From an optimization exercise on the open Yosys and OpenROAD flow, aimed at small area; shortcuts taken in it are not production practice.
RTL that was checked went through simulation tests only; none was proved equivalent to the original.
No activity file was given, so power comes from the tool's default toggle rates.

// vga_sprite_car_core
module vga_sprite_car_core
   #(parameter CD = 12,    
               ADDR_WIDTH = 13,
               KEY_COLOR = 0
   )
   (
    input  logic clk, reset,
    input  logic [10:0] x, y,
    input  logic cs,
    input  logic write,
    input  logic [13:0] addr,
    input  logic [31:0] wr_data,
    input  logic [11:0] si_rgb,
    output logic [11:0] so_rgb
   );
   localparam N = 20;
   logic [10:0] xo [0:N-1];
   logic [10:0] yo [0:N-1];
   logic [3:0]  ct [0:N-1];
   logic [N-1:0] vld;
   logic bypass_reg;
   logic wr_reg;
   logic [5:0] a;
   logic a_x, a_y, a_c;
   assign wr_reg = cs & write & addr[13];
   assign a = addr[5:0];
   always_comb begin
      a_x = 1'b0; a_y = 1'b0; a_c = 1'b0;
      for (int k = 0; k < N; k++) begin
         if (a == 6'(3*k+1)) a_x = 1'b1;
         if (a == 6'(3*k+2)) a_y = 1'b1;
         if (a == 6'(3*k+3)) a_c = 1'b1;
      end
   end
   logic [10:0] dx, dy;
   logic [3:0]  dc;
   assign dx = ~(wr_data[10:0] & {11{a_x}});    
   assign dy = ~(wr_data[10:0] & {11{a_y}});
   assign dc = wr_data[3:0] & {4{a_c}};
   always_ff @(posedge clk, posedge reset)
      if (reset)
         bypass_reg <= 1'b0;
      else if (wr_reg && a == 6'd0)
         bypass_reg <= wr_data[0];
   logic [5:0] x_hi_m1, y_hi_m1;
   logic x_hi_nz, y_hi_nz, base_hit;
   assign x_hi_m1 = x[10:5] - 6'd1;
   assign y_hi_m1 = y[10:5] - 6'd1;
   assign x_hi_nz = |x[10:5];
   assign y_hi_nz = |y[10:5];
   assign base_hit = ~x_hi_nz & ~y_hi_nz;    
   logic [N-1:0] hit;
   logic [14:0] d [0:N-1];
   genvar i;
   generate
      for (i = 0; i < N; i++) begin : spr
         logic ws, hx, hy;
         assign ws = wr_reg && a >= 6'(3*i+1) && a <= 6'(3*i+3);
  ...
Settings: LEC_CHECK=0, ABC_AREA=1, CAP_MARGIN=10, CORE_MARGIN=2, CORE_UTILIZATION=40, GPL_TIMING_DRIVEN=0, PLACE_DENSITY=0.6, SLEW_MARGIN=10, SYNTH_MEMORY_MAX_BITS=16384; clock period 10.0 ns.
standard.sh (not shown) runs the stock make flow with config.mk's settings and CLKGATE_MAP_FILE= SYNTH_SCRIPT=/design/flow/synth_recipe.tcl, a recipe that flattens the netlist after the stock synthesis.
==> flow/flow/run.sh <==
#!/bin/bash
# The standard layout (standard.sh, the standard synthesis script included) with
# three changes made through ORFS's own variables:
#  - ABC maps the logic for area only (flow/abc_area.script: deepsyn, then
#    area-oriented &nf map with the delay target relaxed, no buffering or upsizing);
#  - clock tree synthesis without dummy loads;
#  - the port buffers are the smallest buffer cell.
# Registers are untouched: ABC runs without -dff, so the standard synthesis's
# flip-flops, their names and cell types, are kept.
set -euo pipefail
W=$PWD
rm -rf "$W/scripts_local"
cp -r "$FLOW_HOME/scripts" "$W/scripts_local"
cp "$W/flow/abc_area.script" "$W/scripts_local/abc_area.script"
export SCRIPTS_DIR="$W/scripts_local"
export CTS_ARGS="-sink_clustering_enable -repair_clock_nets -dont_use_dummy_load -buf_list sky130_fd_sc_hd__clkbuf_16 -sink_clustering_size 20 -sink_clustering_max_diameter 100"
export BUFFER_PORTS_ARGS="-buffer_cell sky130_fd_sc_hd__buf_1"
bash standard.sh > "$W/standard_flow.log" 2>&1
==> flow/flow/abc_area.script <==
strash
&get -n
&deepsyn -J 10 -T 900
&put
strash
&get -n
&nf -p -R 1000
&put
topo
dnsize -c
The baseline produced a layout that fails on negative setup slack.
Rerun with:
- GPL_TIMING_DRIVEN: 0 -> default
The new run reached the layout checks and failed them: negative setup slack. Synthesized area does not change. Routed wire length barely changes. Count of clock-buffer cells in the layout does not change. Via count increases by 1.3%.
No run of this note included a check of the RTL's function; only the layout flow was run.

* * *

run 1:
Another version of the RTL of vga_sprite_car_core (not shown whole).
For scale: ~560 flip-flops, ~96 I/O pins, about 28,000 um2 of cells after synthesis.
Settings: LEC_CHECK=0, ABC_AREA=1, CAP_MARGIN=10, CORE_MARGIN=2, CORE_UTILIZATION=40, PLACE_DENSITY=0.6, SLEW_MARGIN=10, SYNTH_MEMORY_MAX_BITS=16384; clock period 10.0 ns.
==> flow/flow/run.sh <==
#!/bin/bash
# The standard layout (standard.sh, with the standard synthesis script) with
# three changes made through ORFS's own variables:
#  - ABC maps the logic for area (flow/abc_area.script replaces ORFS's
#    abc_area.script in a copy of ORFS's scripts folder: deepsyn, then the
#    area-oriented &nf mapper with the delay target relaxed, then fanout
#    buffering and downsizing; no delay-driven upsizing);
#  - clock tree synthesis with clkbuf_8 buffers, clusters of at most 16 sinks
#    and no dummy loads (CTS_ARGS);
#  - the port buffers are the smallest buffer cell (BUFFER_PORTS_ARGS).
# Registers are untouched: ABC runs without -dff, so the standard synthesis's
# flip-flops, their names and cell types, are kept.
# make's full output goes to standard_flow.log; each step's log is under orfs/logs.
set -euo pipefail
W=$PWD
rm -rf "$W/scripts_local"
cp -r "$FLOW_HOME/scripts" "$W/scripts_local"
cp "$W/flow/abc_area.script" "$W/scripts_local/abc_area.script"
export SCRIPTS_DIR="$W/scripts_local"
export CTS_ARGS='-sink_clustering_enable -repair_clock_nets -dont_use_dummy_load -buf_list sky130_fd_sc_hd__clkbuf_8 -sink_clustering_size 16 -sink_clustering_max_diameter 60'
export BUFFER_PORTS_ARGS="-buffer_cell sky130_fd_sc_hd__buf_1"
bash standard.sh > "$W/standard_flow.log" 2>&1
==> flow/flow/abc_area.script <==
strash
&get -n
&deepsyn -J 10 -T 900
&put
strash
&get -n
&nf -p -R 1000
&put
topo
buffer -c -N 12
dnsize -c
Edits applied to the flow inputs when going from run 1 to run 2:
==> flow/flow/run.sh <==
#!/bin/bash
# The standard layout (standard.sh, the standard synthesis script included) with
# three changes made through ORFS's own variables:
#  - ABC maps the logic for area only (flow/abc_area.script: deepsyn, then
#    area-oriented &nf map with the delay target relaxed, no buffering or upsizing);
#  - clock tree synthesis without dummy loads;
#  - the port buffers are the smallest buffer cell.
# Registers are untouched: ABC runs without -dff, so the standard synthesis's
# flip-flops, their names and cell types, are kept.
set -euo pipefail
W=$PWD
rm -rf "$W/scripts_local"
cp -r "$FLOW_HOME/scripts" "$W/scripts_local"
cp "$W/flow/abc_area.script" "$W/scripts_local/abc_area.script"
export SCRIPTS_DIR="$W/scripts_local"
export CTS_ARGS='-sink_clustering_enable -repair_clock_nets -dont_use_dummy_load -buf_list sky130_fd_sc_hd__clkbuf_8 -sink_clustering_size 16 -sink_clustering_max_diameter 60'
export BUFFER_PORTS_ARGS="-buffer_cell sky130_fd_sc_hd__buf_1"
bash standard.sh > "$W/standard_flow.log" 2>&1
--- a/flow/config.mk
+++ b/flow/config.mk
@@ -9,6 +9,6 @@
 export CAP_MARGIN = 10
 export CORE_MARGIN = 2
-export CORE_UTILIZATION = 40
-export PLACE_DENSITY = 0.6
+export CORE_UTILIZATION = 55
+export PLACE_DENSITY = 0.75
 export SLEW_MARGIN = 10
 export SYNTH_MEMORY_MAX_BITS = 16384
## What came out
- Run 2 vs. run 1: hold slack went down by 0.058 ns, clock network power share went down by 0.5 points, total power went down by 0.54%, final cell area excluding filler cells went down by about 1.3%, placed wire-length estimate after detailed placement went down by 5.6%.
Inputs modified between run 2 and run 3:
==> flow/flow/run.sh <==
#!/bin/bash
# The standard layout (standard.sh, with the standard synthesis script) with
# three changes made through ORFS's own variables:
#  - ABC maps the logic for area (flow/abc_area.script replaces ORFS's
#    abc_area.script in a copy of ORFS's scripts folder: deepsyn, then the
#    area-oriented &nf mapper with the delay target relaxed, then fanout
#    buffering and downsizing; no delay-driven upsizing);
#  - clock tree synthesis without dummy loads (CTS_ARGS);
#  - the port buffers are the smallest buffer cell (BUFFER_PORTS_ARGS).
# Registers are untouched: ABC runs without -dff, so the standard synthesis's
# flip-flops, their names and cell types, are kept.
# make's full output goes to standard_flow.log; each step's log is under orfs/logs.
set -euo pipefail
W=$PWD
rm -rf "$W/scripts_local"
cp -r "$FLOW_HOME/scripts" "$W/scripts_local"
cp "$W/flow/abc_area.script" "$W/scripts_local/abc_area.script"
export SCRIPTS_DIR="$W/scripts_local"
export CTS_ARGS="-sink_clustering_enable -repair_clock_nets -dont_use_dummy_load -buf_list sky130_fd_sc_hd__clkbuf_16 -sink_clustering_size 20 -sink_clustering_max_diameter 100"
export BUFFER_PORTS_ARGS="-buffer_cell sky130_fd_sc_hd__buf_1"
bash standard.sh > "$W/standard_flow.log" 2>&1
--- a/flow/config.mk
+++ b/flow/config.mk
@@ -9,6 +9,6 @@
 export CAP_MARGIN = 10
 export CORE_MARGIN = 2
-export CORE_UTILIZATION = 55
-export PLACE_DENSITY = 0.75
+export CORE_UTILIZATION = 40
+export PLACE_DENSITY = 0.6
 export SLEW_MARGIN = 10
 export SYNTH_MEMORY_MAX_BITS = 16384
--- outcome ---
- First-pass GRT wire length of run 3 exceeds that of run 2 by a few percent.
- The power of the clock network in run 3 was higher than what run 2 gave.
- Summary of run 3 over run 2: number of synthesized flops with an enable pin essentially unchanged, global-route usage now smaller, average wire per cell in the routed design down 0.88 um.
- The higher via count of run 2 and run 3 is in run 2.
The following lists how run 4 was set up differently from run 3:
==> flow/flow/run.sh <==
#!/bin/bash
# The standard layout (standard.sh, the standard synthesis script included) with
# three changes made through ORFS's own variables:
#  - ABC maps the logic for area only (flow/abc_area.script: deepsyn, then
#    area-oriented &nf map with the delay target relaxed, no buffering or upsizing);
#  - clock tree synthesis without dummy loads;
#  - the port buffers are the smallest buffer cell.
# Registers are untouched: ABC runs without -dff, so the standard synthesis's
# flip-flops, their names and cell types, are kept.
set -euo pipefail
W=$PWD
rm -rf "$W/scripts_local"
cp -r "$FLOW_HOME/scripts" "$W/scripts_local"
cp "$W/flow/abc_area.script" "$W/scripts_local/abc_area.script"
export SCRIPTS_DIR="$W/scripts_local"
export CTS_ARGS="-sink_clustering_enable -repair_clock_nets -dont_use_dummy_load -buf_list sky130_fd_sc_hd__clkbuf_16 -sink_clustering_size 20 -sink_clustering_max_diameter 100"
export BUFFER_PORTS_ARGS="-buffer_cell sky130_fd_sc_hd__buf_1"
bash standard.sh > "$W/standard_flow.log" 2>&1
## What came out
Run 4: full flow OK, the timing, design-rule and antenna checks passed. Run 3 → run 4: fmax did not really move, initial core utilization flat, die area shows no meaningful change. Total power draw came out exactly the same in run 4 and run 3. Re shortest period the worst path allows: no difference whatsoever between run 3 and run 4. The highest cell delay on the worst timing path of run 4 and that of run 3 are within noise of each other. Between run 3 and run 4, the critical path depth does not differ in any meaningful way.
Here is what was changed in the inputs of run 5 compared with run 4.
--- a/flow/flow/abc_area.script
+++ b/flow/flow/abc_area.script
@@ -8,4 +8,3 @@
 &put
 topo
-buffer -c -N 12
 dnsize -c
- When run 5 is measured against run 4, its area after synthesis turns out about 1.4% lower.
- Of the two candidates, run 4 has the better pre-CTS worst setup slack and run 5 the worse one.
- Cmp run 5 and run 4 / global placer's final weighted congestion / higher: run 4
- Run 5 ended with less number of antenna violations at the first check in global routing than run 4.
- Diff run 4 -> run 5 | final worst hold slack | decrease of 0.014 ns
- Comparing run 5 and run 4, non-filler instance count after layout is higher on run 4.
- From run 4 to run 5 the numbers moved as follows: number of failing hold endpoints at the final stage barely changed, overall power consumption climbed about 1.8%, number of instances in the synthesized netlist dropped 4.4%, maximum frequency dropped 1.7%.

static timing again, ports no longer ideal:
The flow's constraints put no driver on any port. The routed layouts listed below were extracted and timed again, unchanged, in two steps. Step 1 (the two cells are an assumption about what drives the block):
set clk [get_ports {clk}]
set_driving_cell -lib_cell sky130_fd_sc_hd__clkbuf_16 $clk
set_driving_cell -lib_cell sky130_fd_sc_hd__buf_2 [delete_from_list [all_inputs] $clk]
Step 2 adds t to the input delays and takes it off the output delays; t is the mean of the earliest and latest rising clock arrival at the registers after step 1. Input paths then give back, and output paths get back, about the clock's delay inside the block. Three values: ideal ports, drivers, drivers and shift; two values: the first two.
| run | t (ns) | slack for setup (ns) | worst hold slack (ns) |
|---|---|---|---|
| the first run of note 1 | 0.663 | -0.760 / -0.758 / -1.421 | 0.443 / 0.443 / 0.443 |
| the second run of note 1 | 0.657 | -0.605 / -0.612 / -1.269 | 0.441 / 0.441 / 0.441 |
| run 1 | 0.702 | 1.107 / 1.136 / 0.434 | 0.548 / 0.548 / 0.548 |
| run 2 | 0.717 | 0.773 / 0.777 / 0.060 | 0.490 / 0.490 / 0.490 |
| run 3 | 0.683 | 1.124 / 1.164 / 0.481 | 0.537 / 0.537 / 0.537 |
| run 4 | 0.683 | 1.124 / 1.164 / 0.481 | 0.537 / 0.537 / 0.537 |
| run 5 | 0.631 | 0.969 / 1.018 / 0.388 | 0.523 / 0.523 / 0.523 |
For run 2, which loses most, drivers alone change the setup slack by +0.004 ns; drivers and shift together by -0.713 ns.
